Context: an optimization exercise on an open-source flow, tuned for small area, a short achievable clock period and few clock cycles per item. The choices shown serve that exercise and are no tape-out recipe.
In this exercise RTL edits were held to simulation tests only and were not proved equivalent to the original.

$ cat design.v
module add_sk #(parameter W=8)
(
    input  [W-1:0] a, b,
    input          ci,
    output [W-1:0] s,
    output         co
);
localparam L = (W > 1) ? $clog2(W) : 1;
wire [W-1:0] g [0:L];
wire [W-1:0] p [0:L];
wire [W-1:0] p0 = a ^ b;
assign g[0] = (a & b) | {{(W-1){1'b0}}, p0[0] & ci};
assign p[0] = p0;
genvar l, i;
generate for (l = 0; l < L; l = l + 1) begin : g_lvl
    for (i = 0; i < W; i = i + 1) begin : g_bit
        if ((i >> l) & 1) begin : g_op
            localparam integer J = ((i >> l) << l) - 1;
            assign g[l+1][i] = g[l][i] | (p[l][i] & g[l][J]);
            assign p[l+1][i] = p[l][i] & p[l][J];
        end else begin : g_pass
            assign g[l+1][i] = g[l][i];
            assign p[l+1][i] = p[l][i];
        end
    end
end endgenerate
assign s  = p0 ^ {g[L][W-2:0], ci};
assign co = g[L][W-1];
endmodule
module csa #(parameter W=8)
(
    input  [W-1:0] x, y, z,
    output [W-1:0] s, c       
);
assign s = x ^ y ^ z;
wire [W-1:0] m = (x & y) | (x & z) | (y & z);
assign c = {m[W-2:0], 1'b0};
endmodule
module uint_div #(parameter WIDTH=38)
(
    input  [WIDTH-1:0] rem_in,      
    input              bit_in,      
    input  [WIDTH-1:0] divn,        
    output [WIDTH-1:0] rem_out,     
    output             q,           
    output [WIDTH:0]   sum          
);
wire [WIDTH:0] a = {rem_in, bit_in};
wire [WIDTH:0] d;
add_sk #(.W(WIDTH+1)) i_sub (.a(a), .b({1'b1, divn}), .ci(1'b1), .s(d), .co(q));
assign sum = d;
assign rem_out = q ? d[WIDTH-1:0] : a[WIDTH-1:0];
endmodule
module add_bk #(parameter W=8)
(
    input  [W-1:0] a, b,
    input          ci,
    output [W-1:0] s,
    output         co
);
localparam L = (W > 1) ? $clog2(W) : 1;
localparam NS = 2 * L;                        
wire [W-1:0] g [0:NS];
wire [W-1:0] p [0:NS];
wire [W-1:0] p0 = a ^ b;
assign g[0] = (a & b) | {{(W-1){1'b0}}, p0[0] & ci};
assign p[0] = p0;
genvar l, i;
generate
    for (l = 0; l < L; l = l + 1) begin : g_up
        for (i = 0; i < W; i = i + 1) begin : g_bit
            if (((i + 1) % (2 << l)) == 0) begin : g_op
                assign g[l+1][i] = g[l][i] | (p[l][i] & g[l][i - (1 << l)]);
                assign p[l+1][i] = p[l][i] & p[l][i - (1 << l)];
            end else begin : g_pass
                assign g[l+1][i] = g[l][i];
                assign p[l+1][i] = p[l][i];
            end
        end
    end
    for (l = 0; l < L; l = l + 1) begin : g_dn
        for (i = 0; i < W; i = i + 1) begin : g_bit
            if ((L - 1 - l) >= 0 && i >= (3 << (L - 1 - l)) - 1 &&
                ((i + 1 - (1 << (L - 1 - l))) % (2 << (L - 1 - l))) == 0) begin : g_op
                assign g[L+l+1][i] = g[L+l][i] | (p[L+l][i] & g[L+l][i - (1 << (L - 1 - l))]);
                assign p[L+l+1][i] = p[L+l][i] & p[L+l][i - (1 << (L - 1 - l))];
            end else begin : g_pass
                assign g[L+l+1][i] = g[L+l][i];
                assign p[L+l+1][i] = p[L+l][i];
            end
        end
    end
endgenerate
assign s  = p0 ^ {g[NS][W-2:0], ci};
assign co = g[NS][W-1];
endmodule
module div4_step #(parameter WIDTH=38)
(
    input  [WIDTH-1:0] rem_in,      
    input  [1:0]       bits_in,     
    input  [WIDTH-1:0] divn,        
    input  [WIDTH+1:0] div3n,       
    output [WIDTH-1:0] rem_out,     
    output [1:0]       q,           
    output [WIDTH+1:0] sum1,        
    output [WIDTH+1:0] sum2         
);
wire [WIDTH+1:0] x = {rem_in, bits_in};
wire [WIDTH+1:0] s1, s2, s3;
wire             c1, c2, c3;        
add_sk #(.W(WIDTH+2)) i_s1 (.a(x), .b({2'b11, divn}),       .ci(1'b1), .s(s1), .co(c1));
add_sk #(.W(WIDTH+2)) i_s2 (.a(x), .b({1'b1, divn, 1'b1}),  .ci(1'b1), .s(s2), .co(c2));
add_sk #(.W(WIDTH+2)) i_s3 (.a(x), .b(div3n),               .ci(1'b1), .s(s3), .co(c3));
assign rem_out = c3 ? s3[WIDTH-1:0] :
                 c2 ? s2[WIDTH-1:0] :
                 c1 ? s1[WIDTH-1:0] : x[WIDTH-1:0];
assign q       = {c2, c3 | (c1 & ~c2)};
assign sum1    = s1;
assign sum2    = s2;
endmodule
module div8_step #(parameter WIDTH=11)
(
    input  [WIDTH-1:0] rem_in,      
    input  [2:0]       bits_in,     
    input  [WIDTH+2:0] d1n, d3n, d5n, d7n,
    output [WIDTH-1:0] rem_out,     
    output [2:0]       q            
);
wire [WIDTH+2:0] x = {rem_in, bits_in};
wire [WIDTH+2:0] mn [1:7];          
assign mn[1] = d1n;
assign mn[2] = {d1n[WIDTH+1:0], 1'b1};
assign mn[3] = d3n;
assign mn[4] = {d1n[WIDTH:0], 2'b11};
assign mn[5] = d5n;
assign mn[6] = {d3n[WIDTH+1:0], 1'b1};
assign mn[7] = d7n;
wire [WIDTH+2:0] s [1:7];
wire [7:1]       c;                 
genvar j;
generate for (j = 1; j <= 7; j = j + 1) begin : g_sub
    add_sk #(.W(WIDTH+3)) i_s (.a(x), .b(mn[j]), .ci(1'b1), .s(s[j]), .co(c[j]));
end endgenerate
assign q = {c[4], c[6] | (c[2] & ~c[4]),
            c[7] | (c[5] & ~c[6]) | (c[3] & ~c[4]) | (c[1] & ~c[2])};
assign rem_out = c[7]          ? s[7][WIDTH-1:0] :
                 c[6]          ? s[6][WIDTH-1:0] :
                 c[5]          ? s[5][WIDTH-1:0] :
                 c[4]          ? s[4][WIDTH-1:0] :
                 c[3]          ? s[3][WIDTH-1:0] :
                 c[2]          ? s[2][WIDTH-1:0] :
                 c[1]          ? s[1][WIDTH-1:0] : x[WIDTH-1:0];
endmodule
module si570_math
(
    input             clk, resetn,
    input      [47:0] old_si570_regs,
    output     [47:0] new_si570_regs,
    output     [31:0] fxtal,
    input             start,
    output            idle
);
localparam NI  = 6;
localparam NC1 = (NI + 32) / 2;            
localparam NCS = 32 / 2;                   
localparam NC2 = 42 / 3;                   
wire[ 2:0] in_hs  = old_si570_regs[47:45];
wire[ 6:0] in_n1  = old_si570_regs[44:38];
wire[37:0] in_rf  = old_si570_regs[37:0];
reg        busy;
reg        prep1;        
reg        prep2;        
reg        sk;           
reg [4:0]  cnt;          
reg [3:0]  cnt2;         
reg [37:0] rfn;          
reg [39:0] r3n;          
reg        int_ph;       
reg [10:0] k;            
reg [12:0] k3n;          
reg [37:0] p1;           
reg [31:0] fq;           
reg [10:0] p2;           
reg [41:0] qd;           
assign fxtal          = fq;
assign new_si570_regs = {3'd0, 7'd3, qd[37:0]};
assign idle           = ~busy & ~start;
wire [7:0]  in_n  = {1'b0, in_n1} + 8'd1;
wire [10:0] in_k  = {1'b0, in_n, 2'b0} + (in_hs[0] ? {3'd0, in_n} : 11'd0)
                  + (in_hs[1] ? {2'd0, in_n, 1'b0} : 11'd0) + (in_hs[2] ? {1'b0, in_n, 2'b0} : 11'd0);
wire [33:0] mt0 = {k, 23'd0};
wire [33:0] mt1 = {3'd0, k, 20'd0};
wire [33:0] mt2 = {5'd0, k, 18'd0};
wire [33:0] mt3 = {7'd0, k, 16'd0};
wire [33:0] mt4 = {14'd0, k, 9'd0};
wire [33:0] mt5 = {15'd0, k, 8'd0};
wire [33:0] mt6 = ~{20'd0, k, 3'd0};      
wire [33:0] mt7 = {23'd0, k};
wire [33:0] ms1, mc1, ms2, mc2, ms3, mc3, ms4, mc4, ms5, mc5, ms, mc;
csa #(34) i_m1 (mt0, mt1, mt2, ms1, mc1);
csa #(34) i_m2 (mt3, mt4, mt5, ms2, mc2);
csa #(34) i_m3 (ms1, mc1, ms2, ms3, mc3);
csa #(34) i_m4 (mc2, mt6, mt7, ms4, mc4);
csa #(34) i_m5 (ms3, mc3, ms4, ms5, mc5);
csa #(34) i_m6 (ms5, mc5, mc4, ms, mc);
wire [12:0] k3 = {1'b0, k, 1'b0} + {2'd0, k};
wire [43:0] es, ec, e;
csa #(44) i_e1 ({1'b0, ~rfn, 5'd0}, {6'd0, ~rfn}, {34'd0, k[10:1]}, es, ec);
add_sk #(44) i_e (.a(es), .b(ec), .ci(1'b0), .s(e), .co());
wire [37:0] r1;
wire [1:0]  q1;
wire [39:0] sum1;        
wire [39:0] sum2;        
div4_step #(.WIDTH(38)) u_div1 (
    .rem_in (p1),
    .bits_in(fq[31:30] & {2{int_ph}}),
    .divn   (rfn),
    .div3n  (r3n),
    .rem_out(r1),
    .q      (q1),
    .sum1   (sum1),
    .sum2   (sum2)
);
wire [33:0] m = sum1[33:0];
wire skip = (in_rf[37:34] != 0)
          | ((in_rf[37:33] != 0) && (k <= 11'd879))
          | ((in_rf[37:31] != 0) && (k <= 11'd219))
          | ((in_rf[37:29] != 0) && (k <= 11'd54));
wire [10:0] r2a, r2;
wire [1:0]  q2a;
wire        q2b;
wire [2:0]  q2 = {q2a, q2b};
div4_step #(.WIDTH(11)) u_div2a (
    .rem_in (p2),
    .bits_in(qd[41:40]),
    .divn   (~k),
    .div3n  (k3n),
    .rem_out(r2a),
    .q      (q2a),
    .sum1   (),
    .sum2   ()
);
uint_div #(.WIDTH(11)) u_div2b (
    .rem_in (r2a),
    .bit_in (qd[39]),
    .divn   (~k),
    .rem_out(r2),
    .q      (q2b),
    .sum    ()
);
wire rf_phase = (cnt2 != 4'hF);
always @(posedge clk) begin
    if (resetn == 0) begin
        busy  <= 1'b0;
        prep1 <= 1'b0;
        prep2 <= 1'b0;
    end else if (!busy) begin
        if (start) begin
            busy  <= 1'b1;
            prep1 <= 1'b1;
        end
    end else if (prep1) begin
        prep1 <= 1'b0;
        prep2 <= 1'b1;
    end else if (prep2) begin
        prep2 <= 1'b0;
    end else if (cnt == 0) begin
        busy  <= 1'b0;
    end
end
always @(posedge clk) begin
    k3n <= ~k3;
    if (!busy) begin
        k      <= in_k;
        p1     <= {2'b11, ~in_rf[37:2]};
        int_ph <= 1'b1;
    end else if (prep1 | prep2) begin
        int_ph <= 1'b1;
    end else begin
        int_ph <= (cnt > NC1 - NI / 2);
    end
    if (prep1) r3n <= sum2;
    if (prep1) begin
        p1  <= {6'd0, ms[33:2]};
        rfn <= {4'd0, mc};
        cnt <= NC1 - 1;
    end else begin
        rfn <= ~in_rf;
        if (prep2) begin
            p1  <= skip ? {4'd0, m} : m[33:NI];
            cnt <= skip ? NCS - 1 : NC1 - 1;
        end else begin
            if (busy) p1 <= r1;
            cnt <= cnt - 1;
        end
    end
    if (prep1) begin
        p2   <= {9'd0, e[43:42]};
        cnt2 <= NC2 - 1;
    end else begin
        p2   <= r2;
        if (rf_phase) cnt2 <= cnt2 - 1;
    end
end
always @(posedge clk) begin
    if (!busy) begin
        if (start) fq[31:30] <= ~in_rf[1:0];
    end else if (prep1) begin
        fq[31:30] <= ms[1:0];
        qd        <= e[41:0];
    end else if (prep2) begin
        fq[31:26] <= skip ? 6'd0 : m[NI-1:0];
        if (rf_phase) qd <= {qd[38:0], q2};
    end else if (busy) begin
        fq <= {fq[29:0], q1};
        if (rf_phase) qd <= {qd[38:0], q2};
    end
end
endmodule
$ cat run.sh
#!/bin/bash
# synth_recipe.tcl (not shown) runs the flow's synth.tcl, then flattens the netlist and writes it again
# the make line also repeats each setting of config.mk as NAME=value (left out here)
make -C /OpenROAD-flow-scripts/flow DESIGN_CONFIG=/design/flow/config.mk WORK_HOME=/design/flow/orfs CLKGATE_MAP_FILE= SYNTH_SCRIPT=/design/flow/synth_recipe.tcl finish
$ cat config.mk
export PLATFORM = sky130hd
export DESIGN_NAME = si570_math
export DESIGN_NICKNAME = si570_math
export VERILOG_FILES = /design/flow/design.v
export SDC_FILE = /design/flow/constraint.sdc
export NUM_CORES = 4
export LEC_CHECK = 0
export ABC_AREA = 1
export ABC_CLOCK_PERIOD_IN_PS = 4000
export CAP_MARGIN = 20
export CORE_MARGIN = 2
export CORE_UTILIZATION = 55
export CTS_CLUSTER_DIAMETER = 100
export CTS_CLUSTER_SIZE = 40
export SETUP_SLACK_MARGIN = 2.5
export SLEW_MARGIN = 20
$ cat constraint.sdc
create_clock -name core_clock -period 6.5 [get_ports {clk}]
set_input_delay 1.3000 -clock core_clock [delete_from_list [all_inputs] [get_ports {clk}]]
set_output_delay 1.3000 -clock core_clock [all_outputs]
set_load 0.01 [all_outputs]
==> results of run 1 <==
[stage by stage]
step | instance area (um^2) | instances | setup WS [ns]
floorplan | 23910 | 3138 | 2.427
global placement | 25140 | 3699 | 1.461
detailed placement | 25140 | 3699 | 1.428
CTS | 26000 | 3756 | 2.506
global route | 26420 | 3780 | 2.308
finish | 26420 | 3780 | 2.513
[sequential cells by signal, indices dropped and copies added (netlist names)]
name,flops
fq,32
prep2,1
p1,38
int_ph,1
cnt,5
rfn,38
cnt2,4
prep1,1
r3n,40
k,11
qd,42
p2,11
busy,1
k3n,13
[logic make-up after synthesis]
group | synth area share
mux | 0.004225
simple gates | 0.2387
fa+ha+maj | 0.2535
flops | 0.2539
compound gates | 0.1079
other cells | 0.0003170
buf+inv | 0.1038
xor+xnor | 0.03770
[timing repair]
| action | in CTS | in global routing |
|---|---|---|
| hold buffers | 0 | 0 |
| cloned | 0 | 1 |
| setup buffers | 31 | 23 |
| pin swaps | 19 | 34 |
| endpoints found under the setup margin | 19 | 40 |
| gates resized for setup | 27 | 76 |
[area by class of cell]
type | instances | area [um^2] | share of cell area
Sequential cell | 238 | 6022 | 0.2280
Multi-Input combinational cell | 2329 | 15670 | 0.5933
Clock inverter | 9 | 141.4 | 0.005352
Tap cell | 546 | 683.2 | 0.02586
Clock buffer | 17 | 404.1 | 0.01530
Inverter | 456 | 1767 | 0.06688
Timing Repair Buffer | 185 | 1725 | 0.06531
[worst max path at each step]
stage	start	cells past startpoint	to	slack (ns)
detailed placement	k[6]$_DFFE_PN_	25	qd[0]$_DFFE_PP_	1.43
global route	k[0]$_DFFE_PN_	31	p2[7]$_SDFF_PP0_	2.31
finish	k[0]$_DFFE_PN_	29	p2[4]$_SDFF_PP0_	2.51
floorplan	old_si570_regs[40]	17	k[10]$_DFFE_PN_	2.43
CTS	k[0]$_DFFE_PN_	31	p2[6]$_SDFF_PP0_	2.51
global placement	old_si570_regs[38]	19	k[10]$_DFFE_PN_	1.46
[synthesized netlist by cell type (all sizes together), types with 13 or more instances]
master,n,share of area
nand2,850,0.14
inv,453,0.072
ha,336,0.18
a21oi,226,0.050
nand3,226,0.049
nor2,180,0.029
edfxtp,125,0.16
o21ai,116,0.025
dfxtp,113,0.095
fa,90,0.076
buf,80,0.026
xor2,65,0.024
xnor2,37,0.014
clkbuf,35,0.0055
nor3,30,0.0072
o211ai,20,0.0063
a21o,17,0.0054
nand3b,14,0.0044
a31oi,13,0.0034
[routing by layer]
layer | vias to the layer above | GRT usage | wire, um
met5 | - | 0 | 0
met1 | 9960 | 0.4784 | 33890
met3 | 110 | 0.04094 | 5641
met2 | 746 | 0.5209 | 33000
met4 | 0 | 0.07115 | 1730
li1 | 10354 | - | -
==> results.yml, run 1 <==
synth:
  synth_edf_count: 125
  synth_seq_cells: 238
  netlist_area_mm2: 0.02369
  synth_ff_type: "edfxtp_1"
  async_flop_share: 0
  syn_avg_cell_area_um2: 7.570
  synthCells: 3130
  synth_seq_area_share: 0.2539
  ys_warn_count: 5
  yosysUniqueCellTypes: 63
critical_path:
  cpMostUsedCell: "nand2_2"
  slowest_delay_ns: 0.49
  required_ns: 6.99
  crit_fanout: 6
  worstSetupEndpointType: "flip-flop"
  reg2reg_to: "p2[4]$_SDFF_PP0_"
  cp_data_arrival_time_ns: 4.48
  crit_buf_inv: 3
  crit_family: "simple AND/OR/NAND/NOR gates"
  timing.rr.start: "k[0]$_DFFE_PN_"
  crit_type: "reg -> reg"
  reg2reg_depth: 29
  crit_slowest_cell: "edfxtp_1"
  r2r_slack_ns: 2.51
  critPathLaunchType: "flip-flop"
final_layout:
  utilization: 0.6173
  fill_cells: 3911
  fin_nets: 3702
  layout_common_cells: "nand2_1, inv_1, ha_1, nand3_1, a21oi_1"
  syn_to_final_growth_pct: 11.49
  mostFrequentLayoutCell: "nand2_1"
  n_antenna_cell: 0
  drive_gt1_frac: 0.08009
timing:
  max_clock_freq_mhz: 250.8
  rsz0062_at_grt: "true"
  setup_viol: 0
  worst_pin_slew_ns: 0.9605
  final.period_utilization: 0.6134
  fin_crit_ns: 3.987
  fin_tns_setup_ns: 0
  maxSlewHeadroom: 0.3597
  hold_viol: 0
  finalMaxSlewViolations: 0
  finalClockSkew_ns: 0.03495
  whs_ns: 0.4309
grt:
  grt-ovfl-total: 0
  grt_pass1_wl_um: 113500
  antenna_found_initial: 0
  grt_max_degree: 81
  grt_pass1_vias: 19914
  grtUsageTotal: 0.3280
floorplanning:
  rows: 76
  initial_core_util: 0.5537
  die_y_um: 211.6
  core_mm2: 0.04279
  ioPinCount: 132
  dieArea_mm2: 0.04476
  die_w_um: 211.6
worst_hold_path:
  hp-start: "busy$_SDFF_PN0_"
  whs_endpoint: "prep1$_SDFFE_PP0P_"
  hp-class: "reg -> reg"
  whs_path_depth: 1
placed_design:
  place_congestion: 0.9428
  hpwlAfterDp_um: 58400
  io_buffers: 121
drt:
  drtPass1Iterations: 6
  drc_errors: 0
  post_drt_wl_per_cell_um: 19.65
  totalWireLength_um: 74260
  ant_nets: 0
  via_per_inst: 5.601
  drtIter0Drc: 1685
  vias: 21170
clock_tree:
  path_clk_slew_ns: 0.12
  htree_levels: 1
  root_buffer: "clkbuf_16"
  cts_buffers: 15
  cts_tree: "done"
  clkSinkCount: 238
  clock_latency_ns: 0.56
  clockBufferDepth: 3
flow_run:
  max_cap_violations: 0
run_status:
  status: "no timing/DRC/antenna violations"
Testbench counts, summed over its fixed seeds: cycles 7,572, items 384.
==> inputs of run 2 (changes only) <==
--- a/design.v
+++ b/design.v
@@ -173,9 +173,9 @@
 reg        sk;           
 reg [4:0]  cnt;          
-reg [3:0]  cnt2;         
 reg [37:0] rfn;          
 reg [39:0] r3n;          
 reg        int_ph;       
-reg [10:0] k;            
+reg [10:0] kn;           
+wire [10:0] k = ~kn;
 reg [12:0] k3n;          
 reg [37:0] p1;           
@@ -234,5 +234,5 @@
     .rem_in (p2),
     .bits_in(qd[41:40]),
-    .divn   (~k),
+    .divn   (kn),
     .div3n  (k3n),
     .rem_out(r2a),
@@ -244,10 +244,10 @@
     .rem_in (r2a),
     .bit_in (qd[39]),
-    .divn   (~k),
+    .divn   (kn),
     .rem_out(r2),
     .q      (q2b),
     .sum    ()
 );
-wire rf_phase = (cnt2 != 4'hF);
+wire rf_phase = prep2 | (sk ? (cnt >= NCS - NC2 + 1) : (cnt >= NC1 - NC2 + 1));
 always @(posedge clk) begin
     if (resetn == 0) begin
@@ -272,5 +272,5 @@
     k3n <= ~k3;
     if (!busy) begin
-        k      <= in_k;
+        kn     <= ~in_k;
         p1     <= {2'b11, ~in_rf[37:2]};
         int_ph <= 1'b1;
@@ -290,4 +290,5 @@
             p1  <= skip ? {4'd0, m} : m[33:NI];
             cnt <= skip ? NCS - 1 : NC1 - 1;
+            sk  <= skip;
         end else begin
             if (busy) p1 <= r1;
@@ -295,11 +296,5 @@
         end
     end
-    if (prep1) begin
-        p2   <= {9'd0, e[43:42]};
-        cnt2 <= NC2 - 1;
-    end else begin
-        p2   <= r2;
-        if (rf_phase) cnt2 <= cnt2 - 1;
-    end
+    p2 <= prep1 ? {9'd0, e[43:42]} : r2;
 end
 always @(posedge clk) begin
--- a/config.mk
+++ b/config.mk
@@ -11,6 +11,4 @@
 export CORE_MARGIN = 2
 export CORE_UTILIZATION = 55
-export CTS_CLUSTER_DIAMETER = 100
-export CTS_CLUSTER_SIZE = 40
 export SETUP_SLACK_MARGIN = 2.5
 export SLEW_MARGIN = 20
==> run 2 against run 1 <==
- setup slack got worse by 0.086 ns
- non-clock buffer count increased by 13
- core utilization increased by 2.0 points
- flip-flop and latch count fell by 3
- first-iteration DRC count up 12%
- global-route usage is 0.90 points higher
- sequential share of layout area fell by 1.1 points
- count of clock-buffer cells in the layout rose by 21
- largest cell class unchanged
==> results.yml, run 2 <==
drt:
  drtIter0Drc: 1882
  vias: 22118
  totalWireLength_um: 76420
  post_drt_wl_per_cell_um: 19.17
  drc_errors: 0
  drtPass1Iterations: 6
  ant_nets: 0
  via_per_inst: 5.549
synth:
  synth_ff_type: "edfxtp_1"
  yosysTopAreaCell: "ha_1"
  synth_seq_cells: 235
  synth_top_area_frac: 0.1776
  yosysUniqueCellTypes: 61
  netlist_area_mm2: 0.02409
  async_flop_share: 0
  netlist_top_cells_count: "nand2_1, inv_1, ha_1, nand3_1, a21oi_1"
  synth_edf_count: 126
  synth_area_leaders: "ha_1, edfxtp_1, nand2_1"
  syn_avg_cell_area_um2: 7.396
  yosysMostFrequentCell: "nand2_1"
  synth_seq_area_share: 0.2477
  synthCells: 3257
  ys_warn_count: 5
timing:
  fin_crit_ns: 4.073
  finalMaxSlewViolations: 0
  setup_viol: 0
  final.period_utilization: 0.6266
  hold_viol: 0
  worst_pin_slew_ns: 1.029
  whs_ns: 0.4494
  maxSlewHeadroom: 0.3128
  fin_tns_setup_ns: 0
  max_clock_freq_mhz: 245.5
  finalClockSkew_ns: 0.02129
  rsz0062_at_grt: "true"
  setup_slack_ns: 2.427
critical_path:
  crit_type: "reg -> reg"
  crit_fanout: 7
  critPathLaunchType: "flip-flop"
  reg2reg_depth: 25
  required_ns: 6.86
  worstSetupEndpointType: "flip-flop"
  startpoint: "kn[0]$_DFFE_PN_"
  timing.rr.start: "kn[0]$_DFFE_PN_"
  cp_data_arrival_time_ns: 4.43
floorplanning:
  dieArea_mm2: 0.04549
  rows: 76
  ioPinCount: 132
  core_mm2: 0.04317
  initial_core_util: 0.5580
  die_w_um: 213.3
  die_y_um: 213.3
flow_run:
  max_cap_violations: 0
final_layout:
  fill_cells: 3917
  mostFrequentLayoutCell: "nand2_1"
  top_register: "qd"
  drive_gt1_frac: 0.08797
  top_regs: "qd: 42 flops, r3n: 40 flops"
  syn_to_final_growth_pct: 14.23
  largest_reg_flops: 42
  fin_nets: 3858
  layout_common_cells: "nand2_1, inv_1, ha_1, nand3_1, a21oi_1"
clock_tree:
  root_buffer: "clkbuf_16"
  ctsHoldBuffers: 0
  path_clk_slew_ns: 0.06
  htree_levels: 1
  cts_buffers: 30
  clock_latency_ns: 0.60
  clockBufferDepth: 3
  cts_tree: "done"
  clkSinkCount: 235
grt:
  grt_max_degree: 71
  grt-ovfl-total: 0
  grt_pass1_vias: 21674
  grtUsageTotal: 0.3370
  antenna_found_initial: 2
  grt_pass1_wl_um: 118000
placed_design:
  hpwlAfterDp_um: 57770
  pre_cts_ws_ns: 1.396
  io_buffers: 121
  place_congestion: 0.9801
worst_hold_path:
  hp-class: "reg -> reg"
  hp-start: "fq[16]$_DFFE_PP_"
  whs_path_depth: 0
run_status:
  status: "no timing/DRC/antenna violations"
[run 2: path summary, 6_finish.rpt]
kind | slack [ns] | endpoint
max reg2reg | 2.43 | qd[0]$_DFFE_PP_
min reg2reg | 0.45 | fq[18]$_DFFE_PP_
min | 0.45 | fq[18]$_DFFE_PP_
max | 2.43 | qd[0]$_DFFE_PP_
[run 2: layer usage]
layer | wire, um | share of wire | vias to the layer above | global-route usage
li1 | - | - | 10717 | -
met2 | 34080 | 0.45 | 848 | 0.5429
met3 | 6289 | 0.082 | 174 | 0.07119
met5 | 0 | 0 | - | 0
met4 | 2837 | 0.037 | 0 | 0.1231
met1 | 33210 | 0.43 | 10379 | 0.4464
[run 2: critical path, cell delays in order, from the launching register on]
cell and delay (ns):
edfxtp_1 0.47, inv_4 0.09, ha_4 0.17, fa_2 0.39
inv_2 0.07, nand3_2 0.06, nand2_2 0.10, inv_4 0.06
o21ai_4 0.19, nand3_4 0.15, nand3_4 0.14, buf_6 0.12
nand2_2 0.03, o211ai_1 0.10, a22oi_2 0.09, ha_1 0.34
buf_4 0.15, a31o_4 0.22, nand4_1 0.08, nand2_2 0.08
nand3_2 0.07, nand2_2 0.07, a21oi_4 0.20, nand2_4 0.12
nor2_4 0.17, nor2_1 0.06
[run 2: timing repair]
action | in CTS | in global routing
pin swaps | 27 | 38
gates cloned | 1 | 0
buffers inserted | 30 | 23
endpoints found under the setup margin | 29 | 36
resized for setup | 43 | 77
[run 2: cells by family (layout without fill, tap and decap cells)]
kind of cell,Yosys count,in the layout,share of synthesized area
buffers and inverters,601,734,0.1066
other,2,12,0.0003118
AO/OA/AOI/OAI,420,420,0.1012
multiplexers,12,12,0.004987
AND/OR/NAND/NOR,1465,1466,0.2541
flip-flops,235,235,0.2477
XOR/XNOR,90,90,0.03272
adder cells (fa/ha/maj),432,432,0.2524
[run 2: area by class of cell]
class | count | area [um^2] | area share
clock buffers | 38 | 822.0 | 0.02987
multi-input cells | 2430 | 16040 | 0.5830
well taps | 585 | 732.0 | 0.02660
clock inverters | 18 | 259.0 | 0.009412
flip-flops and latches | 235 | 5969 | 0.2169
diodes | 2 | 5.005 | 0.0001819
repair buffers | 198 | 1857 | 0.06748
inverters | 480 | 1829 | 0.06648
[run 2: stage by stage]
step	instance area [um^2]	utilization	instances
after detailed placement	25640	0.5939	3874
after global routing	27510	0.6373	3984
after CTS	27090	0.6276	3961
after floorplan	24250	-	3265
after global placement	25640	0.5939	3874
final	27520	0.6374	3986
Testbench counts of run 2, summed over its fixed seeds: cycles 7,572, items 384.
==> inputs of run 3 (changes only) <==
--- a/config.mk
+++ b/config.mk
@@ -6,9 +6,7 @@
 export NUM_CORES = 4
 export LEC_CHECK = 0
-export ABC_AREA = 1
-export ABC_CLOCK_PERIOD_IN_PS = 4000
 export CAP_MARGIN = 20
 export CORE_MARGIN = 2
 export CORE_UTILIZATION = 55
-export SETUP_SLACK_MARGIN = 2.5
+export SETUP_SLACK_MARGIN = 2.0
 export SLEW_MARGIN = 20
==> run 3 against run 2 <==
- cell count is 19% lower
- count of clock-buffer cells in the layout is 5 lower
- clock skew is 0.0077 ns lower
- synthesized cell count is 22% lower
- critical path type unchanged
- largest cell class unchanged
==> results.yml, run 3 <==
synth:
  ys_warn_count: 5
  synth_area_leaders: "ha_1, edfxtp_1, dfxtp_1"
  async_flop_share: 0
  netlist_area_mm2: 0.02322
  synth_seq_area_share: 0.2569
  syn_avg_cell_area_um2: 9.085
  netlist_top_cells_count: "ha_1, inv_1, a21oi_1, nand2_1, o21ai_0"
  synth_edf_count: 126
  synthCells: 2556
  yosysUniqueCellTypes: 86
  synth_ff_type: "edfxtp_1"
  synth_seq_cells: 235
  yosysTopAreaCell: "ha_1"
  synth_top_area_frac: 0.1843
  yosysMostFrequentCell: "ha_1"
final_layout:
  drive_gt1_frac: 0.1072
  largest_reg_flops: 42
  syn_to_final_growth_pct: 14.70
  top_regs: "qd: 42 flops, r3n: 40 flops"
  layout_common_cells: "ha_1, inv_1, nand2_1, a21oi_1, o21ai_0"
  utilization: 0.6364
  fin_nets: 3163
  mostFrequentLayoutCell: "ha_1"
  multiInputGateArea_mm2: 0.01599
  top_register: "qd"
  layout.cells.non_filler: 3245
  seqCellArea_mm2: 0.005969
  fill_cells: 3643
floorplanning:
  core_mm2: 0.04185
  ioPinCount: 132
  dieArea_mm2: 0.04388
  die_y_um: 209.5
  die_w_um: 209.5
  rows: 75
  initial_core_util: 0.5549
critical_path:
  cp_data_arrival_time_ns: 5.02
  crit_chain: "clkinvlp_4, fa_2, nand2b_4, a21oi_4, o211ai_1, buf_4, a31oi_4, nor2_4, o21a_1, o31ai_4, fa_2, nor2b_1, o21a_1, o21ai_2, a21oi_2, o21ai_2, buf_4, a21oi_4, a21o_4, or4_1, nand3_1"
  critPathLaunchType: "flip-flop"
  crit_slowest_cell: "edfxtp_1"
  crit_type: "reg -> reg"
  timing.rr.start: "kn[1]$_DFFE_PN_"
  crit_fanout: 7
  r2r_slack_ns: 2.00
  slowest_delay_ns: 0.48
  reg2reg_depth: 21
  worstSetupEndpointType: "flip-flop"
  required_ns: 7.02
  reg2reg_to: "p2[1]$_DFF_P_"
  startpoint: "kn[1]$_DFFE_PN_"
timing:
  worst_pin_slew_ns: 1.072
  setup_viol: 0
  hold_viol: 0
  rsz0062_at_grt: "true"
  fin_crit_ns: 4.496
  fin_tns_setup_ns: 0
  finalClockSkew_ns: 0.01360
  max_clock_freq_mhz: 222.4
  maxSlewHeadroom: 0.2765
  final.period_utilization: 0.6917
  finalMaxSlewViolations: 0
clock_tree:
  htree_levels: 1
  clockBufferDepth: 3
  clock_latency_ns: 0.59
  root_buffer: "clkbuf_16"
  cts_tree: "done"
  path_clk_slew_ns: 0.06
  clkSinkCount: 235
  ctsHoldBuffers: 0
  cts_buffers: 31
drt:
  totalWireLength_um: 80320
  ant_nets: 0
  drtIter0Drc: 2081
  drc_errors: 0
  vias: 20671
  drtPass1Iterations: 5
  post_drt_wl_per_cell_um: 24.75
  via_per_inst: 6.370
worst_hold_path:
  whs_endpoint: "fq[9]$_DFFE_PP_"
  hp-start: "fq[7]$_DFFE_PP_"
  hp-class: "reg -> reg"
  whs_path_depth: 0
grt:
  grt_pass1_wl_um: 119300
  grt-ovfl-total: 0
  grtUsageTotal: 0.3582
  antenna_found_initial: 1
  grt_max_degree: 173
  grt_pass1_vias: 20010
placed_design:
  io_buffers: 121
  hpwlAfterDp_um: 61850
  placed_cells: 3135
  place_congestion: 0.9760
run_status:
  status: "no timing/DRC/antenna violations"
flow_run:
  max_cap_violations: 0
-- run 3: cell types whose count changed after synthesis, moves of 43 or more --
| cell | delta |
|---|---|
| a21o_1 | +43 |
| inv_1 | -196 |
| nand2_1 | -757 |
| nand3_1 | -168 |
| nor2_1 | -69 |
| o21ai_0 | +57 |
-- run 3: metrics by stage --
step | instance area (um^2) | hold WS, ns | setup slack (ns)
2_1_floorplan | 23290 | 0.4655 | 2.003
3_3_place_gp | 24760 | 0.4369 | 1.242
3_5_place_dp | 24760 | 0.4363 | 1.135
4_1_cts | 26130 | 0.4516 | 2.002
5_1_grt | 26630 | 0.4699 | 1.814
6_report | 26640 | 0.4545 | 2.004
-- run 3: worst max-delay path: cells and delay by family (launching register included) --
family / cells / cell delay [ns]
simple gates: 5 / 0.80
fa+ha+maj: 2 / 0.65
buf+inv: 3 / 0.48
compound gates: 11 / 2.01
flops: 1 / 0.48
-- run 3: logic make-up after synthesis --
kind of cell    count (synthesis)  share of synthesized area
flops                         235                     0.2569
buf+inv                       398                    0.07419
compound gates                683                     0.1958
simple gates                  590                     0.1233
mux                            74                    0.03411
xor+xnor                      142                    0.05356
fa+ha+maj                     432                     0.2619
other cells                     2                  0.0003234
-- run 3: cell type report --
class	count	area share
Multi-Input combinational cell	1932	0.6005
Antenna cell	1	0.00009395
Tap cell	539	0.02532
Timing Repair Buffer	202	0.06924
Clock inverter	25	0.01165
Inverter	278	0.03974
Sequential cell	235	0.2241
Clock buffer	33	0.02940
-- run 3: what timing repair did --
item / CTS / global route
setup endpoints to repair: 18 / 33
gates resized for setup: 32 / 45
pin swaps: 12 / 25
cloned: 1 / 0
buffers inserted: 16 / 34
-- run 3: worst max path at each step --
stage / end / slack (ns) / cells past startpoint
2_1_floorplan: qd[0]$_DFFE_PP_ / 2.00 / 21
3_3_place_gp: kn[10]$_DFFE_PN_ / 1.24 / 16
4_1_cts: p2[9]$_SDFF_PP0_ / 2.00 / 18
3_5_place_dp: qd[0]$_DFFE_PP_ / 1.13 / 19
6_report: p2[1]$_DFF_P_ / 2.00 / 21
5_1_grt: p2[1]$_DFF_P_ / 1.81 / 19
-- run 3: per-layer routing --
layer	global-route usage	wire, um	vias to the layer above
met4	0.1648	4223	0
met1	0.4778	33010	9962
met3	0.06120	7237	231
met5	0	0	-
met2	0.5707	35850	1066
li1	-	-	9412
==> inputs of run 4 (changes only) <==
--- a/design.v
+++ b/design.v
@@ -173,4 +173,6 @@
 reg        sk;           
 reg [4:0]  cnt;          
+reg [3:0]  cnt2;         
+reg        rf_phase;     
 reg [37:0] rfn;          
 reg [39:0] r3n;          
@@ -249,5 +251,4 @@
     .sum    ()
 );
-wire rf_phase = prep2 | (sk ? (cnt >= NCS - NC2 + 1) : (cnt >= NC1 - NC2 + 1));
 always @(posedge clk) begin
     if (resetn == 0) begin
@@ -290,5 +291,4 @@
             p1  <= skip ? {4'd0, m} : m[33:NI];
             cnt <= skip ? NCS - 1 : NC1 - 1;
-            sk  <= skip;
         end else begin
             if (busy) p1 <= r1;
@@ -296,5 +296,13 @@
         end
     end
-    p2 <= prep1 ? {9'd0, e[43:42]} : r2;
+    if (prep1) begin
+        p2       <= {9'd0, e[43:42]};
+        cnt2     <= NC2 - 1;
+        rf_phase <= 1'b1;
+    end else begin
+        p2       <= r2;
+        cnt2     <= cnt2 - 1;
+        if (cnt2 == 0) rf_phase <= 1'b0;
+    end
 end
 always @(posedge clk) begin
--- a/config.mk
+++ b/config.mk
@@ -6,7 +6,9 @@
 export NUM_CORES = 4
 export LEC_CHECK = 0
+export ABC_AREA = 1
+export ABC_CLOCK_PERIOD_IN_PS = 4000
 export CAP_MARGIN = 20
 export CORE_MARGIN = 2
 export CORE_UTILIZATION = 55
-export SETUP_SLACK_MARGIN = 2.0
+export SETUP_SLACK_MARGIN = 2.5
 export SLEW_MARGIN = 20
==> run 4 against run 3 <==
- maximum frequency increased by 11%
- cell count is 20% higher
- setup slack better by 0.45 ns
- first-iteration DRC count is 16% lower
- critical path type unchanged
==> results.yml, run 4 <==
drt:
  vias: 21841
  drtIter0Drc: 1742
  drtPass1Iterations: 6
  drc_errors: 0
  post_drt_wl_per_cell_um: 19.32
  via_per_inst: 5.596
  totalWireLength_um: 75390
  ant_nets: 0
grt:
  grtUsageTotal: 0.3333
  grt_pass1_wl_um: 116200
  grt_pass1_vias: 21380
  antenna_found_initial: 2
  grt_max_degree: 127
  grt-ovfl-total: 0
placed_design:
  io_buffers: 121
  placed_cells: 3789
  place_congestion: 0.9448
  hpwlAfterDp_um: 57770
final_layout:
  syn_to_final_growth_pct: 14.36
  mostFrequentLayoutCell: "nand2_1"
  layout.cells.non_filler: 3903
  fill_cells: 3838
  fin_nets: 3776
  seqCellArea_mm2: 0.006043
  top_regs: "qd: 42 flops, r3n: 40 flops"
  multiInputGateArea_mm2: 0.01586
  top_register: "qd"
  layout_common_cells: "nand2_1, inv_1, ha_1, nand3_1, a21oi_1"
  largest_reg_flops: 42
  drive_gt1_frac: 0.08951
  utilization: 0.6351
  n_antenna_cell: 0
synth:
  synthCells: 3183
  ys_warn_count: 5
  synth_ff_type: "edfxtp_1"
  synth_seq_area_share: 0.2529
  synth_seq_cells: 239
  async_flop_share: 0
  yosysTopAreaCell: "ha_1"
  synth_top_area_frac: 0.1787
  syn_avg_cell_area_um2: 7.499
  netlist_top_cells_count: "nand2_1, inv_1, ha_1, nand3_1, a21oi_1"
  yosysUniqueCellTypes: 56
  netlist_area_mm2: 0.02387
  synth_area_leaders: "ha_1, edfxtp_1, nand2_1"
  synth_edf_count: 125
  yosysMostFrequentCell: "nand2_1"
clock_tree:
  root_buffer: "clkbuf_16"
  clock_latency_ns: 0.59
  htree_levels: 1
  path_clk_slew_ns: 0.07
  clockBufferDepth: 3
  clkSinkCount: 239
  cts_tree: "done"
  cts_buffers: 30
timing:
  whs_ns: 0.3881
  maxSlewHeadroom: 0.3232
  rsz0062_at_grt: "true"
  finalMaxSlewViolations: 0
  final.period_utilization: 0.6232
  finalClockSkew_ns: 0.01454
  fin_tns_setup_ns: 0
  fin_crit_ns: 4.051
  worst_pin_slew_ns: 1.013
  setup_viol: 0
  hold_viol: 0
  max_clock_freq_mhz: 246.9
flow_run:
  max_cap_violations: 0
critical_path:
  startpoint: "qd[40]$_DFFE_PP_"
  required_ns: 6.83
  timing.rr.start: "qd[40]$_DFFE_PP_"
  reg2reg_depth: 24
  worstSetupEndpointType: "flip-flop"
  cp_data_arrival_time_ns: 4.38
  crit_type: "reg -> reg"
  crit_fanout: 7
  critPathLaunchType: "flip-flop"
  cp-endpoint: "qd[0]$_DFFE_PP_"
  reg2reg_to: "qd[0]$_DFFE_PP_"
  r2r_slack_ns: 2.45
floorplanning:
  initial_core_util: 0.5554
  core_mm2: 0.04298
  die_y_um: 212.3
  dieArea_mm2: 0.04508
  rows: 76
  ioPinCount: 132
  die_w_um: 212.3
worst_hold_path:
  hp-class: "reg -> reg"
run_status:
  status: "no timing/DRC/antenna violations"
## run 4: changes by cell type after synthesis, sizes merged, moves of 32 or more
cell | previous run | this run
nand2 | 175 | 846
a21oi | 186 | 239
nor2 | 133 | 190
xnor2 | 79 | 44
a21o | 64 | 23
mux2 | 41 | 0
nor3 | 64 | 24
a211oi | 36 | 4
inv | 277 | 472
nand3 | 53 | 240
## run 4: timing repair
| action | 4_1_cts | 5_1_grt |
|---|---|---|
| setup buffers | 35 | 21 |
| gates cloned | 2 | 0 |
| pin swaps | 12 | 41 |
| hold buffers | 0 | 0 |
| hold endpoints to repair | 0 | 0 |
| setup endpoints to repair | 50 | 53 |
| resized for setup | 36 | 94 |
## run 4: worst min path at each step
stage | start | cells after the start | slack, ns | end
3_5_place_dp | cnt2[0]$_SDFF_PP1_ | 1 | 0.38 | cnt2[0]$_SDFF_PP1_
4_1_cts | cnt2[0]$_SDFF_PP1_ | 1 | 0.39 | cnt2[0]$_SDFF_PP1_
2_1_floorplan | cnt2[0]$_SDFF_PP1_ | 1 | 0.37 | cnt2[0]$_SDFF_PP1_
6_report | cnt2[0]$_SDFF_PP1_ | 1 | 0.39 | cnt2[0]$_SDFF_PP1_
5_1_grt | cnt2[0]$_SDFF_PP1_ | 1 | 0.45 | cnt2[0]$_SDFF_PP1_
3_3_place_gp | cnt2[0]$_SDFF_PP1_ | 1 | 0.38 | cnt2[0]$_SDFF_PP1_
## run 4: final cells by class
type,instances,share of cell area
clock buffers,40,0.03273
clock inverters,16,0.006188
inverters,474,0.06628
multi-input cells,2358,0.5809
flip-flops and latches,239,0.2214
well taps,585,0.02681
repair buffers,191,0.06568
## run 4: metrics by stage
step	setup slack (ns)	cell area [um^2]
after floorplan	2.369	24010
after global placement	1.571	25330
after detailed placement	1.487	25330
after CTS	2.504	26800
after global routing	2.280	27300
final	2.449	27300
## run 4: cells by family (layout without fill, tap and decap cells)
logic type | after synthesis | after routing | synth area share
adder cells (fa/ha/maj) | 431 | 431 | 0.2542
XOR/XNOR | 104 | 104 | 0.03816
multiplexers | 8 | 8 | 0.003355
AND/OR/NAND/NOR | 1345 | 1347 | 0.2365
buffers and inverters | 596 | 721 | 0.1061
flip-flops | 239 | 239 | 0.2529
other | 2 | 10 | 0.0003146
AO/OA/AOI/OAI | 458 | 458 | 0.1085
## run 4: metal layers
layer  global-route usage  vias to the layer above  wire length, um
li1                     -                    10525                -
met1               0.4371                    10278            31660
met2               0.5497                      842            34780
met3              0.04756                      194             5439
met4               0.1440                        2             3503
met5                    0                        -               13
## run 4: worst max-delay path: stages, from the launching register on
cell and delay [ns]:
edfxtp_1 0.41, inv_2 0.08, ha_4 0.16, fa_2 0.40, inv_1 0.06, nand2_1 0.06, nand2_2 0.08, a21oi_4 0.06
o211ai_1 0.16, buf_4 0.18, nand3_4 0.09, nand2_8 0.11, buf_4 0.12, nor2_1 0.04, a22oi_2 0.21, ha_4 0.25
a21o_1 0.18, a221oi_2 0.29, o31ai_2 0.15, nand2_1 0.10, nand2_2 0.08, a21oi_4 0.19, nand2_4 0.13, nor2_4 0.15
nor2_2 0.05
Testbench counts of run 4, summed over its fixed seeds: cycles 7,572, items 384.
==> inputs of run 5 (changes only) <==
--- a/design.v
+++ b/design.v
@@ -174,10 +174,8 @@
 reg [4:0]  cnt;          
 reg [3:0]  cnt2;         
-reg        rf_phase;     
 reg [37:0] rfn;          
 reg [39:0] r3n;          
-reg        int_ph;       
-reg [10:0] kn;           
-wire [10:0] k = ~kn;
+reg [NI-1:0] qi;         
+reg [10:0] k;            
 reg [12:0] k3n;          
 reg [37:0] p1;           
@@ -216,5 +214,5 @@
 div4_step #(.WIDTH(38)) u_div1 (
     .rem_in (p1),
-    .bits_in(fq[31:30] & {2{int_ph}}),
+    .bits_in(qi[NI-1:NI-2]),
     .divn   (rfn),
     .div3n  (r3n),
@@ -236,5 +234,5 @@
     .rem_in (p2),
     .bits_in(qd[41:40]),
-    .divn   (kn),
+    .divn   (~k),
     .div3n  (k3n),
     .rem_out(r2a),
@@ -246,9 +244,10 @@
     .rem_in (r2a),
     .bit_in (qd[39]),
-    .divn   (kn),
+    .divn   (~k),
     .rem_out(r2),
     .q      (q2b),
     .sum    ()
 );
+wire rf_phase = (cnt2 != 4'hF);
 always @(posedge clk) begin
     if (resetn == 0) begin
@@ -273,11 +272,13 @@
     k3n <= ~k3;
     if (!busy) begin
-        kn     <= ~in_k;
+        k      <= in_k;
         p1     <= {2'b11, ~in_rf[37:2]};
-        int_ph <= 1'b1;
-    end else if (prep1 | prep2) begin
-        int_ph <= 1'b1;
+        qi     <= {~in_rf[1:0], 4'd0};
+    end else if (prep1) begin
+        qi     <= {ms[1:0], 4'd0};
+    end else if (prep2) begin
+        qi     <= skip ? 6'd0 : m[NI-1:0];
     end else begin
-        int_ph <= (cnt > NC1 - NI / 2);
+        qi     <= {qi[NI-3:0], 2'b00};
     end
     if (prep1) r3n <= sum2;
@@ -297,24 +298,16 @@
     end
     if (prep1) begin
-        p2       <= {9'd0, e[43:42]};
-        cnt2     <= NC2 - 1;
-        rf_phase <= 1'b1;
+        p2   <= {9'd0, e[43:42]};
+        cnt2 <= NC2 - 1;
     end else begin
-        p2       <= r2;
-        cnt2     <= cnt2 - 1;
-        if (cnt2 == 0) rf_phase <= 1'b0;
+        p2   <= r2;
+        if (rf_phase) cnt2 <= cnt2 - 1;
     end
 end
 always @(posedge clk) begin
-    if (!busy) begin
-        if (start) fq[31:30] <= ~in_rf[1:0];
-    end else if (prep1) begin
-        fq[31:30] <= ms[1:0];
+    if (prep1) begin
         qd        <= e[41:0];
-    end else if (prep2) begin
-        fq[31:26] <= skip ? 6'd0 : m[NI-1:0];
-        if (rf_phase) qd <= {qd[38:0], q2};
     end else if (busy) begin
-        fq <= {fq[29:0], q1};
+        if (!prep2) fq <= {fq[29:0], q1};
         if (rf_phase) qd <= {qd[38:0], q2};
     end
==> run 5 against run 4 <==
- still clean
- sequential share of layout area barely moved
- core utilization rose by 0.85 points
- critical path depth decreased by 2
- cell count is 0.46% lower
==> results.yml, run 5 <==
floorplanning:
  ioPinCount: 132
  die_w_um: 212.6
  initial_core_util: 0.5566
  die_y_um: 212.6
  core_mm2: 0.04298
  rows: 76
  dieArea_mm2: 0.04519
synth:
  yosys.area_share.adder: 0.2515
  yosys.area_share.xor_xnor: 0.03844
  ys_warn_count: 5
  synth_mux_area_frac: 0.003347
  yosysUniqueCellTypes: 60
  synth_top_family_by_area: "adder cells"
  netlist_top_cells_count: "nand2_1, inv_1, ha_1, a21oi_1, nand3_1"
  synth_ff_type: "edfxtp_1"
  synth_edf_count: 125
  netlist_area_mm2: 0.02393
  synthCells: 3122
  synth-simple-area-share: 0.2379
  synth_top_area_frac: 0.1762
  synth_compound_area_frac: 0.1097
  async_flop_share: 0
  synth_seq_area_share: 0.2556
  yosysMostFrequentCell: "nand2_1"
  synth_area_leaders: "ha_1, edfxtp_1, nand2_1"
  syn_avg_cell_area_um2: 7.663
  synth_seq_cells: 243
  yosysTopAreaCell: "ha_1"
final_layout:
  top_register: "qd"
  fin_area_mm2: 0.02766
  top_regs: "qd: 42 flops, r3n: 40 flops"
  fin_nets: 3754
  layout_common_cells: "nand2_1, inv_1, ha_1, nand3_1, a21oi_1"
  syn_to_final_growth_pct: 15.62
  mostFrequentLayoutCell: "nand2_1"
  largest_reg_flops: 42
  drive_gt1_frac: 0.1085
critical_path:
  cp_data_arrival_time_ns: 4.44
  crit_fanout: 8
  required_ns: 6.83
  critPathLaunchType: "flip-flop"
  worstSetupEndpointType: "flip-flop"
  crit_type: "reg -> reg"
grt:
  grtUsageTotal: 0.3307
  grt-ovfl-total: 0
  grt_max_degree: 79
  grt_pass1_vias: 20752
  grt_pass1_wl_um: 114600
  antenna_found_initial: 2
drt:
  drtIter0Drc: 1714
  vias: 21741
  post_drt_wl_per_cell_um: 19.45
  drtPass1Iterations: 5
  drc_errors: 0
  ant_nets: 0
  totalWireLength_um: 75570
  via_per_inst: 5.596
worst_hold_path:
  hp-class: "reg -> reg"
timing:
  setup_viol: 0
  fin_tns_setup_ns: 0
  max_clock_freq_mhz: 243.8
  finalMaxSlewViolations: 0
  worst_pin_slew_ns: 0.9883
  maxSlewHeadroom: 0.3411
  final.period_utilization: 0.6311
  setup_slack_ns: 2.398
  fin_crit_ns: 4.102
  finalClockSkew_ns: 0.02007
  hold_viol: 0
  rsz0062_at_grt: "true"
placed_design:
  place_congestion: 0.9539
  io_buffers: 121
  dpl-instance-area_mm2: 0.02545
  pre_cts_ws_ns: 1.389
  hpwlAfterDp_um: 56760
clock_tree:
  clockBufferDepth: 3
  clkSinkCount: 243
  clock_latency_ns: 0.59
  cts_tree: "done"
  root_buffer: "clkbuf_16"
  htree_levels: 1
  path_clk_slew_ns: 0.06
  cts_buffers: 29
  ctsHoldBuffers: 0
flow_run:
  max_cap_violations: 0
run_status:
  status: "no timing/DRC/antenna violations"
run 5: metrics by stage:
| stage | cells | util | hold WS (ns) |
|---|---|---|---|
| 5_1_grt | 3884 | 0.6435 | 0.4551 |
| 2_1_floorplan | 3130 | - | 0.4056 |
| 4_1_cts | 3854 | 0.6318 | 0.4435 |
| 3_5_place_dp | 3741 | 0.5920 | 0.4292 |
| 6_report | 3885 | 0.6436 | 0.4433 |
| 3_3_place_gp | 3741 | 0.5920 | 0.4166 |
run 5: final cells by class:
class | instances | area, um^2
Timing Repair Buffer | 227 | 2132
Inverter | 452 | 1749
Sequential cell | 243 | 6120
Clock inverter | 19 | 264.0
Antenna cell | 1 | 2.502
Clock buffer | 35 | 789.5
Multi-Input combinational cell | 2323 | 15870
Tap cell | 585 | 732.0
Fill cell | 3788 | 15320
run 5: what timing repair did:
item	CTS	global route
setup endpoints to repair	19	37
resized for setup	58	77
buffers inserted	57	29
pin swaps	29	50
gates cloned	2	0
run 5: cell families after synthesis:
kind of cell    count (synthesis)
mux                             8
xor+xnor                      105
buf+inv                       566
fa+ha+maj                     427
simple gates                 1314
other cells                     2
compound gates                457
flops                         243
run 5: metal layers:
layer | global-route usage | vias to the layer above | routed length [um]
met1 | 0.4479 | 10311 | 32670
met2 | 0.5341 | 779 | 33930
li1 | - | 10466 | -
met5 | 0 | - | 10
met4 | 0.1290 | 2 | 2904
met3 | 0.04682 | 183 | 6052
run 5: worst max-delay path: stages, from the launching register on:
cell	delay, ns
edfxtp_1	0.45
inv_1	0.08
buf_4	0.21
ha_1	0.30
a21oi_1	0.24
nand3_4	0.14
a21oi_4	0.33
buf_6	0.15
o211ai_1	0.10
a22oi_2	0.25
ha_4	0.25
a21oi_2	0.15
nand2_2	0.09
a21boi_2	0.16
o21bai_1	0.12
nand2_1	0.09
nand2_2	0.07
nand3_2	0.07
nand2_2	0.08
a21oi_4	0.19
nand2_4	0.10
nor2_4	0.17
nor2_1	0.06
run 5: worst paths after layout:
check,depth (start not counted),slack (ns),from,end
worst min-delay path,0,0.44,fq[22]$_DFFE_PP_,fq[24]$_DFFE_PP_
worst min register to register,0,0.44,fq[22]$_DFFE_PP_,fq[24]$_DFFE_PP_
worst max register to register,22,2.40,k[6]$_DFFE_PN_,qd[0]$_DFFE_PP_
worst max-delay path,22,2.40,k[6]$_DFFE_PN_,qd[0]$_DFFE_PP_
Testbench counts of run 5, summed over its fixed seeds: cycles 7,572, items 384.
==> inputs of run 6 (changes only) <==
--- a/design.v
+++ b/design.v
@@ -173,10 +173,10 @@
 reg        sk;           
 reg [4:0]  cnt;          
-reg [3:0]  cnt2;         
 reg [37:0] rfn;          
 reg [39:0] r3n;          
-reg [NI-1:0] qi;         
-reg [10:0] k;            
-reg [12:0] k3n;          
+reg        int_ph;       
+reg [10:0] kn;           
+wire [10:0] k = ~kn;
+reg [13:0] k3n, k5n, k7n;   
 reg [37:0] p1;           
 reg [31:0] fq;           
@@ -204,5 +204,7 @@
 csa #(34) i_m5 (ms3, mc3, ms4, ms5, mc5);
 csa #(34) i_m6 (ms5, mc5, mc4, ms, mc);
-wire [12:0] k3 = {1'b0, k, 1'b0} + {2'd0, k};
+wire [13:0] k3 = {2'd0, k, 1'b0} + {3'd0, k};
+wire [13:0] k5 = {1'b0, k, 2'b0} + {3'd0, k};
+wire [13:0] k7 = {k, 3'b0} - {3'd0, k};
 wire [43:0] es, ec, e;
 csa #(44) i_e1 ({1'b0, ~rfn, 5'd0}, {6'd0, ~rfn}, {34'd0, k[10:1]}, es, ec);
@@ -214,5 +216,5 @@
 div4_step #(.WIDTH(38)) u_div1 (
     .rem_in (p1),
-    .bits_in(qi[NI-1:NI-2]),
+    .bits_in(fq[31:30] & {2{int_ph}}),
     .divn   (rfn),
     .div3n  (r3n),
@@ -227,27 +229,17 @@
           | ((in_rf[37:31] != 0) && (k <= 11'd219))
           | ((in_rf[37:29] != 0) && (k <= 11'd54));
-wire [10:0] r2a, r2;
-wire [1:0]  q2a;
-wire        q2b;
-wire [2:0]  q2 = {q2a, q2b};
-div4_step #(.WIDTH(11)) u_div2a (
+wire [10:0] r2;
+wire [2:0]  q2;
+div8_step #(.WIDTH(11)) u_div2 (
     .rem_in (p2),
-    .bits_in(qd[41:40]),
-    .divn   (~k),
-    .div3n  (k3n),
-    .rem_out(r2a),
-    .q      (q2a),
-    .sum1   (),
-    .sum2   ()
-);
-uint_div #(.WIDTH(11)) u_div2b (
-    .rem_in (r2a),
-    .bit_in (qd[39]),
-    .divn   (~k),
+    .bits_in(qd[41:39]),
+    .d1n    ({3'b111, kn}),
+    .d3n    (k3n),
+    .d5n    (k5n),
+    .d7n    (k7n),
     .rem_out(r2),
-    .q      (q2b),
-    .sum    ()
+    .q      (q2)
 );
-wire rf_phase = (cnt2 != 4'hF);
+wire rf_phase = prep2 | (sk ? (cnt >= NCS - NC2 + 1) : (cnt >= NC1 - NC2 + 1));
 always @(posedge clk) begin
     if (resetn == 0) begin
@@ -271,14 +263,14 @@
 always @(posedge clk) begin
     k3n <= ~k3;
+    k5n <= ~k5;
+    k7n <= ~k7;
     if (!busy) begin
-        k      <= in_k;
+        kn     <= ~in_k;
         p1     <= {2'b11, ~in_rf[37:2]};
-        qi     <= {~in_rf[1:0], 4'd0};
-    end else if (prep1) begin
-        qi     <= {ms[1:0], 4'd0};
-    end else if (prep2) begin
-        qi     <= skip ? 6'd0 : m[NI-1:0];
+        int_ph <= 1'b1;
+    end else if (prep1 | prep2) begin
+        int_ph <= 1'b1;
     end else begin
-        qi     <= {qi[NI-3:0], 2'b00};
+        int_ph <= (cnt > NC1 - NI / 2);
     end
     if (prep1) r3n <= sum2;
@@ -292,4 +284,5 @@
             p1  <= skip ? {4'd0, m} : m[33:NI];
             cnt <= skip ? NCS - 1 : NC1 - 1;
+            sk  <= skip;
         end else begin
             if (busy) p1 <= r1;
@@ -297,17 +290,17 @@
         end
     end
-    if (prep1) begin
-        p2   <= {9'd0, e[43:42]};
-        cnt2 <= NC2 - 1;
-    end else begin
-        p2   <= r2;
-        if (rf_phase) cnt2 <= cnt2 - 1;
-    end
+    p2 <= prep1 ? {9'd0, e[43:42]} : r2;
 end
 always @(posedge clk) begin
-    if (prep1) begin
+    if (!busy) begin
+        if (start) fq[31:30] <= ~in_rf[1:0];
+    end else if (prep1) begin
+        fq[31:30] <= ms[1:0];
         qd        <= e[41:0];
+    end else if (prep2) begin
+        fq[31:26] <= skip ? 6'd0 : m[NI-1:0];
+        if (rf_phase) qd <= {qd[38:0], q2};
     end else if (busy) begin
-        if (!prep2) fq <= {fq[29:0], q1};
+        fq <= {fq[29:0], q1};
         if (rf_phase) qd <= {qd[38:0], q2};
     end
--- a/config.mk
+++ b/config.mk
@@ -7,8 +7,8 @@
 export LEC_CHECK = 0
 export ABC_AREA = 1
-export ABC_CLOCK_PERIOD_IN_PS = 4000
+export ABC_CLOCK_PERIOD_IN_PS = 3500
 export CAP_MARGIN = 20
 export CORE_MARGIN = 2
 export CORE_UTILIZATION = 55
-export SETUP_SLACK_MARGIN = 2.5
+export SETUP_SLACK_MARGIN = 2.8
 export SLEW_MARGIN = 20
==> run 6 against run 5 <==
- clock skew shrank 0.0065 ns
- maximum frequency grew 6.1%
- setup slack improved by 0.24 ns
- global-route usage up 0.60 points
- via count is 12% higher
- still clean on timing, DRC and antenna
- highest routed layer is now met4
- hold slack improved by 0.011 ns
- flip-flop and latch count up 17
- non-clock buffer count fell by 40
- sequential share of layout area is 0.30 points lower
==> results.yml, run 6 <==
grt:
  antenna_found_initial: 1
  grt-ovfl-total: 0
  grt_pass1_vias: 23211
  grt_pass1_wl_um: 130100
  grtUsageTotal: 0.3367
  grt_max_degree: 89
final_layout:
  syn_to_final_growth_pct: 12.42
  fin_nets: 4149
  layout_common_cells: "nand2_1, inv_1, ha_1, a21oi_1, nand3_1"
  top_regs: "qd: 42 flops, r3n: 40 flops"
  n_antenna_cell: 0
  largest_reg_flops: 42
  mostFrequentLayoutCell: "nand2_1"
  top_register: "qd"
  drive_gt1_frac: 0.07639
worst_hold_path:
  hp-class: "reg -> reg"
timing:
  worst_pin_slew_ns: 1.142
  final.period_utilization: 0.5949
  rsz0062_at_grt: "true"
  maxSlewHeadroom: 0.2385
  hold_viol: 0
  finalClockSkew_ns: 0.01359
  fin_crit_ns: 3.867
  max_clock_freq_mhz: 258.6
  setup_slack_ns: 2.633
  setup_viol: 0
  fin_tns_setup_ns: 0
  finalMaxSlewViolations: 0
drt:
  ant_nets: 0
  drtIter0Drc: 2338
  via_per_inst: 5.757
  vias: 24416
  drtPass1Iterations: 7
  drc_errors: 0
  totalWireLength_um: 86250
  post_drt_wl_per_cell_um: 20.34
synth:
  netlist_area_mm2: 0.02641
  synth_top_area_frac: 0.1890
  synth_seq_area_share: 0.2448
  netlist_top_cells_count: "nand2_1, inv_1, ha_1, a21oi_1, nand3_1"
  yosysMostFrequentCell: "nand2_1"
  syn_avg_cell_area_um2: 7.570
  synth_ff_type: "dfxtp_1"
  yosysUniqueCellTypes: 63
  async_flop_share: 0
  yosysTopAreaCell: "ha_1"
  synthCells: 3489
  synth_edf_count: 126
  synth_area_leaders: "ha_1, edfxtp_1, nand2_1"
  synth_seq_cells: 260
  ys_warn_count: 5
critical_path:
  cp_data_arrival_time_ns: 4.17
  crit_fanout: 4
  crit_chain: "buf_8, nand2_8, nor2_4, nand3_2, xor2_2, buf_4, buf_4, nor2_2, fa_1, inv_1, fa_1, inv_2, ha_4, a21oi_2, nand2_1, nand2_2, nand2_1, a21oi_2, xor2_1"
  critPathLaunchType: "input port"
  slowest_delay_ns: 0.43
  crit_slowest_cell: "fa_1"
  worstSetupEndpointType: "flip-flop"
  crit_type: "in -> reg"
  required_ns: 6.80
placed_design:
  hpwlAfterDp_um: 64850
  place_congestion: 1.021
  io_buffers: 121
  pre_cts_ws_ns: 1.375
floorplanning:
  ioPinCount: 132
  dieArea_mm2: 0.04979
  die_y_um: 223.1
  core_mm2: 0.04755
  initial_core_util: 0.5555
  rows: 80
  die_w_um: 223.1
run_status:
  status: "no timing/DRC/antenna violations"
clock_tree:
  clkSinkCount: 260
  htree_levels: 2
  cts_tree: "done"
  cts_buffers: 34
  root_buffer: "clkbuf_16"
  clockBufferDepth: 3
  path_clk_slew_ns: 0.06
  clock_latency_ns: 0.55
flow_run:
  max_cap_violations: 0
-- run 6: cell types whose count changed in the layout (fill, tap and decap cells not counted), sizes merged, moves of 17 or more --
cell    change
a21oi      +51
buf        -38
ha         +62
inv        +24
nand2      +40
nor2       +48
o21ai      +20
o21bai     +17
xnor2      +24
-- run 6: what timing repair did --
action | 4_1_cts | 5_1_grt
buffers inserted | 40 | 12
hold buffers | 0 | 0
cloned | 0 | 4
endpoints found under the setup margin | 84 | 55
pin swaps | 18 | 17
resized for setup | 64 | 28
-- run 6: final timing paths --
| kind | start | endpoint | cells past startpoint | slack, ns |
|---|---|---|---|---|
| hold / removal | fq[22]$_DFFE_PP_ | fq[24]$_DFFE_PP_ | 0 | 0.45 |
| setup / recovery | old_si570_regs[39] | kn[9]$_DFFE_PN_ | 19 | 2.63 |
| hold reg to reg | fq[22]$_DFFE_PP_ | fq[24]$_DFFE_PP_ | 0 | 0.45 |
| setup reg to reg | rfn[9]$_DFF_P_ | p1[25]$_DFF_P_ | 17 | 2.99 |
-- run 6: cells by family after synthesis --
logic type	count (synthesis)	synth area share
AND/OR/NAND/NOR	1430	0.2278
adder cells (fa/ha/maj)	497	0.2633
XOR/XNOR	140	0.04643
AO/OA/AOI/OAI	548	0.1172
other	2	0.0002843
multiplexers	11	0.004169
buffers and inverters	601	0.09607
flip-flops	260	0.2448
-- run 6: worst max-delay path, delay by kind of cell --
family | cells | cell delay (ns)
AO/OA/AOI/OAI | 2 | 0.29
XOR/XNOR | 2 | 0.25
adder cells (fa/ha/maj) | 3 | 1.06
buffers and inverters | 5 | 0.53
AND/OR/NAND/NOR | 7 | 0.72
-- run 6: metrics by stage --
stage | utilization | std cells | hold WS, ns | instance area, um^2
2_1_floorplan | - | 3497 | 0.4596 | 26590
3_3_place_gp | 0.5880 | 4124 | 0.4343 | 27960
3_5_place_dp | 0.5880 | 4124 | 0.4426 | 27960
4_1_cts | 0.6188 | 4225 | 0.4563 | 29420
5_1_grt | 0.6245 | 4241 | 0.4716 | 29690
6_report | 0.6245 | 4241 | 0.4541 | 29690
-- run 6: metal layers --
metal	vias to the layer above	wire length (um)	track usage
met5	-	0	0
met4	0	3170	0.1249
met3	173	7517	0.05466
met2	1043	37760	0.5207
met1	11569	37800	0.4744
li1	11631	-	-
-- run 6: cell type report --
class	count	area [um^2]
clock buffers	43	894.6
clock inverters	18	162.7
fillers	4340	17850
inverters	478	1831
multi-input cells	2640	17810
flip-flops and latches	260	6479
well taps	615	769.5
repair buffers	187	1742
Testbench counts of run 6, summed over its fixed seeds: cycles 7,572, items 384.

afterwards: timing with drivers on the ports:
How much do the figures lean on ideal ports? The routed layouts below were timed once more, with nothing changed but the port constraints.
Step 1: set_driving_cell puts a clkbuf_16 on clk and a buf_2 on each other input, an assumption about the parent block.
Step 2 also shifts input and output timing later by t, the mid clock arrival at the registers, as if the neighbouring blocks saw the same clock.
Three values: no drivers, after step 1, after step 2; two values: the first two.
run	t, ns	setup WS [ns]	clock arrival spread, ns	slew at the worst register clock pin (ns)	cell pins on the clock port's net
run 1	0.603	2.513 / 2.513 / 2.064	0.035 / 0.036	0.12 / 0.12	1
run 2	0.647	2.427 / 2.427 / 2.020	0.023 / 0.023	0.06 / 0.06	1
run 3	0.644	2.004 / 2.004 / 1.558	0.016 / 0.016	0.07 / 0.07	1
run 4	0.645	2.449 / 2.449 / 2.065	0.014 / 0.015	0.07 / 0.07	1
run 5	0.641	2.398 / 2.398 / 1.959	0.020 / 0.020	0.07 / 0.07	1
run 6	0.610	2.633 / 2.622 / 2.012	0.016 / 0.016	0.06 / 0.06	1
After both steps every run listed still meets setup and hold. The setup slack of run 6, which loses most, moves by -0.011 ns with the drivers and by -0.621 ns with both steps.
